This design comes from an exercise in tuning for small area, a short achievable clock period and few clock cycles per item on the open sky130 flow, not from production work.
RTL that was checked went through simulation tests only; none was proved equivalent to the original.
Power is estimated from default activity; no workload was simulated.

==> flow/design.v <==
module conv_single(input [8:0] kernel, input [8:0] window, output act_sign);
wire [8:0] m = kernel ~^ window;
wire sa = m[0] ^ m[1] ^ m[2];
wire ca = (m[0] & m[1]) | (m[0] & m[2]) | (m[1] & m[2]);
wire sb = m[3] ^ m[4] ^ m[5];
wire cb = (m[3] & m[4]) | (m[3] & m[5]) | (m[4] & m[5]);
wire e5 = ca & cb & (sa | sb);
wire e4 = (ca & cb) | ((ca | cb) & sa & sb);
wire e3 = (ca & cb) | ((ca | cb) & (sa | sb));
wire e2 = ca | cb | (sa & sb);
wire l1 = m[6] | m[7] | m[8];
wire l2 = (m[6] & m[7]) | (m[6] & m[8]) | (m[7] & m[8]);
wire l3 = m[6] & m[7] & m[8];
assign act_sign = e5 | (e4 & l1) | (e3 & l2) | (e2 & l3);
endmodule
module pipelined_conv(
	input clk,
	input [15:0] input_row,
	input [8:0] weights_in,
	input m12, m16,		 
	output reg [13:0] conv_out);
reg [15:0] R1, R2;
reg [8:0] K;
wire [13:0] sign_acts;
always @(posedge clk) begin
	R1 <= input_row;
	R2 <= R1;
	K <= weights_in;
end
genvar k;
generate
	for (k = 0; k < 14; k = k + 1) begin : g_conv
		conv_single u(.kernel(K),
			.window({input_row[k+2:k], R1[k+2:k], R2[k+2:k]}),
			.act_sign(sign_acts[k]));
	end
endgenerate
always @(posedge clk)
	conv_out <= {sign_acts[13:10] & {4{m16}}, sign_acts[9:8] & {2{m12}}, sign_acts[7:0]};
endmodule
module controller(input reset_b,
		  input clk,
		  input dut_run,
		  input [15:0] input_mdr,
		  output reg busy,
		  output reg output_write_en,
		  output reg [11:0] input_mar,
		  output reg [11:0] output_mar,
		  output reg m12, m16
		 );
localparam [1:0] ROW = 2'd0, DIMA = 2'd1, DIMD = 2'd2, DONE = 2'd3;
reg [1:0] st;
reg [3:0] c;		 
reg v;			 
wire idle = !busy;
wire is_row = busy && st == ROW;
wire is_dimd = busy && st == DIMD;
wire zero = !(input_mdr[3] | input_mdr[4]);
wire last = c[3] & c[0] & (!m12 | c[1] & (!m16 | c[2]));
always @(posedge clk or negedge reset_b)
	if (!reset_b) begin
		busy <= 1'b0;
		st <= ROW;
		v <= 1'b0;
		output_write_en <= 1'b0;
	end else begin
		v <= is_row && (c[3] | c[2] | c[1]);
		output_write_en <= v;
		if (idle) begin
			busy <= dut_run;
			st <= zero ? DONE : ROW;
		end else case (st)
			ROW: if (last) st <= DIMA;
			DIMA: st <= DIMD;
			DIMD: begin
				st <= ROW;
				if (zero) busy <= 1'b0;
			end
			DONE: busy <= 1'b0;
		endcase
	end
always @(posedge clk) begin
	if (idle) input_mar <= {10'd0, dut_run, 1'b0};
	else input_mar <= input_mar + {10'd0, is_row & last, !(is_row & last)};
	if (idle) output_mar <= 12'd0;
	else if (output_write_en) output_mar <= output_mar + 12'd1;
	c <= (is_row | is_dimd) ? c + 4'd1 : 4'd0;
	if (idle | is_dimd) begin
		m16 <= input_mdr[4];
		m12 <= input_mdr[4] | input_mdr[2];
	end
end
endmodule
module top_without_mem(input dut_run, reset_b, clk,
		       output dut_busy,
		       input[15:0] sram_dut_read_data, wmem_dut_read_data,
		       output[15:0] dut_sram_write_data,
		       output[11:0] dut_sram_write_address, dut_sram_read_address,
		       output[11:0] dut_wmem_read_address, output dut_sram_write_enable
			);
wire m12, m16;
wire [13:0] conv_out;
controller u1(.reset_b(reset_b), .clk(clk), .dut_run(dut_run),
		.input_mdr(sram_dut_read_data), .busy(dut_busy),
		.output_write_en(dut_sram_write_enable),
		.input_mar(dut_sram_read_address),
		.output_mar(dut_sram_write_address),
		.m12(m12), .m16(m16));
pipelined_conv u2(.clk(clk), .input_row(sram_dut_read_data),
		.weights_in(wmem_dut_read_data[8:0]),
		.m12(m12), .m16(m16), .conv_out(conv_out));
assign dut_wmem_read_address = 12'd1;
assign dut_sram_write_data = {2'b0, conv_out};
endmodule
==> flow/config.mk <==
export PLATFORM = sky130hd
export DESIGN_NAME = top_without_mem
export DESIGN_NICKNAME = top_without_mem
export VERILOG_FILES = /design/flow/design.v
export SDC_FILE = /design/flow/constraint.sdc
export NUM_CORES = 4
export LEC_CHECK = 0
export CAP_MARGIN = 20
export CORE_MARGIN = 2
export CORE_UTILIZATION = 60
export SETUP_SLACK_MARGIN = 4.3
export SLEW_MARGIN = 20
==> flow/constraint.sdc <==
create_clock -name core_clock -period 6.5 [get_ports {clk}]
set_input_delay 1.3000 -clock core_clock [delete_from_list [all_inputs] [get_ports {clk}]]
set_output_delay 1.3000 -clock core_clock [all_outputs]
set_load 0.01 [all_outputs]
standard.sh (not shown) runs the stock make flow with config.mk's settings and CLKGATE_MAP_FILE= SYNTH_SCRIPT=/design/flow/synth_recipe.tcl, a recipe that flattens the netlist after the stock synthesis.
==> flow/flow/run.sh <==
#!/bin/bash
# The standard layout, with two changes: ABC maps the logic with an area-oriented script
# (flow/abc.script, through flow/synth.tcl), and the ports get plain buffers, not delay cells.
set -euo pipefail
W=$(pwd)
export BUFFER_PORTS_ARGS="-buffer_cell sky130_fd_sc_hd__buf_1"
export FLOW_ABC_SCRIPT="$W/flow/abc.script"
bash standard.sh SYNTH_SCRIPT="$W/flow/synth.tcl" finish > standard.log 2>&1
==> flow/flow/abc.script <==
&get -n
&st
&dch
&nf -a
&put
topo
stime -c
==> flow/flow/synth.tcl <==
# synth_recipe.tcl (the standard synthesis script), except that ABC maps the logic with
# flow/abc.script instead of ORFS's abc_speed.script. Registers are mapped before ABC runs,
# so they are the standard synthesis's.
proc synth {args} { yosys synth -nofsm -noshare {*}$args }
proc abc {args} {
  set i [lsearch $args -script]
  if {$i >= 0} { set args [lreplace $args [expr {$i+1}] [expr {$i+1}] $::env(FLOW_ABC_SCRIPT)] }
  yosys abc {*}$args
}
source $::env(SCRIPTS_DIR)/synth.tcl
# left out here: clear keep_hierarchy, flatten, clean up, hide names made inside functions, write 1_2_yosys.v
Rerun with:
--- a/flow/design.v
+++ b/flow/design.v
@@ -43,5 +43,5 @@
 		  input dut_run,
 		  input [15:0] input_mdr,
-		  output reg busy,
+		  output reg busy_out,
 		  output reg output_write_en,
 		  output reg [11:0] input_mar,
@@ -50,4 +50,5 @@
 		 );
 localparam [1:0] ROW = 2'd0, DIMA = 2'd1, DIMD = 2'd2, DONE = 2'd3;
+reg busy;		 
 reg [1:0] st;
 reg [3:0] c;		 
@@ -58,8 +59,9 @@
 wire zero = !(input_mdr[3] | input_mdr[4]);
 wire last = c[3] & c[0] & (!m12 | c[1] & (!m16 | c[2]));
+wire done = st[1] & (st[0] | zero);
 always @(posedge clk or negedge reset_b)
 	if (!reset_b) begin
 		busy <= 1'b0;
-		st <= ROW;
+		busy_out <= 1'b0;
 		v <= 1'b0;
 		output_write_en <= 1'b0;
@@ -67,18 +69,18 @@
 		v <= is_row && (c[3] | c[2] | c[1]);
 		output_write_en <= v;
-		if (idle) begin
+		busy_out <= busy ? !done : dut_run;
+		if (idle)
 			busy <= dut_run;
-			st <= zero ? DONE : ROW;
-		end else case (st)
-			ROW: if (last) st <= DIMA;
-			DIMA: st <= DIMD;
-			DIMD: begin
-				st <= ROW;
-				if (zero) busy <= 1'b0;
-			end
-			DONE: busy <= 1'b0;
-		endcase
+		else if (st == DONE || (st == DIMD && zero))
+			busy <= 1'b0;
 	end
 always @(posedge clk) begin
+	if (idle) st <= zero ? DONE : ROW;
+	else case (st)
+		ROW: if (last) st <= DIMA;
+		DIMA: st <= DIMD;
+		DIMD: st <= ROW;
+		DONE: st <= ROW;
+	endcase
 	if (idle) input_mar <= {10'd0, dut_run, 1'b0};
 	else input_mar <= input_mar + {10'd0, is_row & last, !(is_row & last)};
@@ -102,5 +104,5 @@
 wire [13:0] conv_out;
 controller u1(.reset_b(reset_b), .clk(clk), .dut_run(dut_run),
-		.input_mdr(sram_dut_read_data), .busy(dut_busy),
+		.input_mdr(sram_dut_read_data), .busy_out(dut_busy),
 		.output_write_en(dut_sram_write_enable),
 		.input_mar(dut_sram_read_address),
What happened:
- register-to-register slack got worse by 0.02 ns
- global-route usage rose by 0.22 points
- first-iteration DRC count is higher by 10%
- cell area barely changes
- core utilization barely changes
- critical path depth is unchanged
- sequential cell count goes up by 1
Testbench counts after the change, summed over its fixed seeds: cycles 42,580, items 33,100.
For the first run of this note, only the layout was checked, not whether the RTL still works.

* * *

Starts from the design.v that is shown in full above.
==> flow/config.mk <==
export PLATFORM = sky130hd
export DESIGN_NAME = top_without_mem
export DESIGN_NICKNAME = top_without_mem
export VERILOG_FILES = /design/flow/design.v
export SDC_FILE = /design/flow/constraint.sdc
export NUM_CORES = 4
export LEC_CHECK = 0
export CAP_MARGIN = 20
export CORE_MARGIN = 2
export CORE_UTILIZATION = 60
export SETUP_SLACK_MARGIN = 4.2
export SLEW_MARGIN = 20
==> flow/constraint.sdc <==
create_clock -name core_clock -period 6.5 [get_ports {clk}]
set_input_delay 1.3000 -clock core_clock [delete_from_list [all_inputs] [get_ports {clk}]]
set_output_delay 1.3000 -clock core_clock [all_outputs]
set_load 0.01 [all_outputs]
Scripts as last shown in full above: flow/flow/run.sh, flow/flow/abc.script, flow/flow/synth.tcl
==> next run, changes <==
--- a/flow/design.v
+++ b/flow/design.v
@@ -3,16 +3,13 @@
 wire sa = m[0] ^ m[1] ^ m[2];
 wire ca = (m[0] & m[1]) | (m[0] & m[2]) | (m[1] & m[2]);
 wire sb = m[3] ^ m[4] ^ m[5];
 wire cb = (m[3] & m[4]) | (m[3] & m[5]) | (m[4] & m[5]);
-wire e5 = ca & cb & (sa | sb);
-wire e4 = (ca & cb) | ((ca | cb) & sa & sb);
-wire e3 = (ca & cb) | ((ca | cb) & (sa | sb));
-wire e2 = ca | cb | (sa & sb);
+wire c2 = ca & cb, c1 = ca | cb, s2 = sa & sb, s1 = sa | sb;
 wire l1 = m[6] | m[7] | m[8];
 wire l2 = (m[6] & m[7]) | (m[6] & m[8]) | (m[7] & m[8]);
 wire l3 = m[6] & m[7] & m[8];
-assign act_sign = e5 | (e4 & l1) | (e3 & l2) | (e2 & l3);
+assign act_sign = (c2 & (s1 | l1)) | (c1 & ((s2 & l1) | (s1 & l2) | l3)) | (s2 & l3);
 endmodule
 module pipelined_conv(
 	input clk,
 	input [15:0] input_row,
Outcome:
- critical path depth is unchanged
- power fell by 4.9%
- routed wire length rises by 1.4%
- cell count came out lower by 3.4%
- count of clock-buffer cells in the layout stays the same
- fmax grows by 1.2%
Testbench counts after the change, summed over its fixed seeds: cycles 42,580, items 33,100.
Only the layout flow was run in the first run of this note; the RTL was not checked for function there.

afterwards: timing with drivers on the ports:
How much do the figures lean on ideal ports? The routed layouts below were timed once more, with nothing changed but the port constraints.
Step 1, drivers: a clkbuf_16 drives clk and a buf_2 each remaining input, both assumed.
Step 2 also shifts input and output timing later by t, the mid clock arrival at the registers, as if the neighbouring blocks saw the same clock.
Three values: ideal, step 1, step 2; two values: the first two.
run	t (ns)	setup slack, ns	slew at the worst register clock pin (ns)	worst data-port slew with drivers (ns)	pins driven straight from the clock port
the first run of note 1	0.385	4.217 / 4.182 / 3.994	0.10 / 0.10	0.04	1
the second run of note 1	0.396	4.284 / 4.250 / 4.023	0.10 / 0.10	0.04	1
the first run of note 2	0.385	4.209 / 4.176 / 3.936	0.10 / 0.10	0.04	1
the second run of note 2	0.381	4.236 / 4.202 / 3.925	0.09 / 0.09	0.03	1
After both steps setup and hold are still met in every run listed. For the second run of note 2, which loses most, drivers alone change the setup slack by -0.034 ns; drivers and shift together by -0.311 ns.
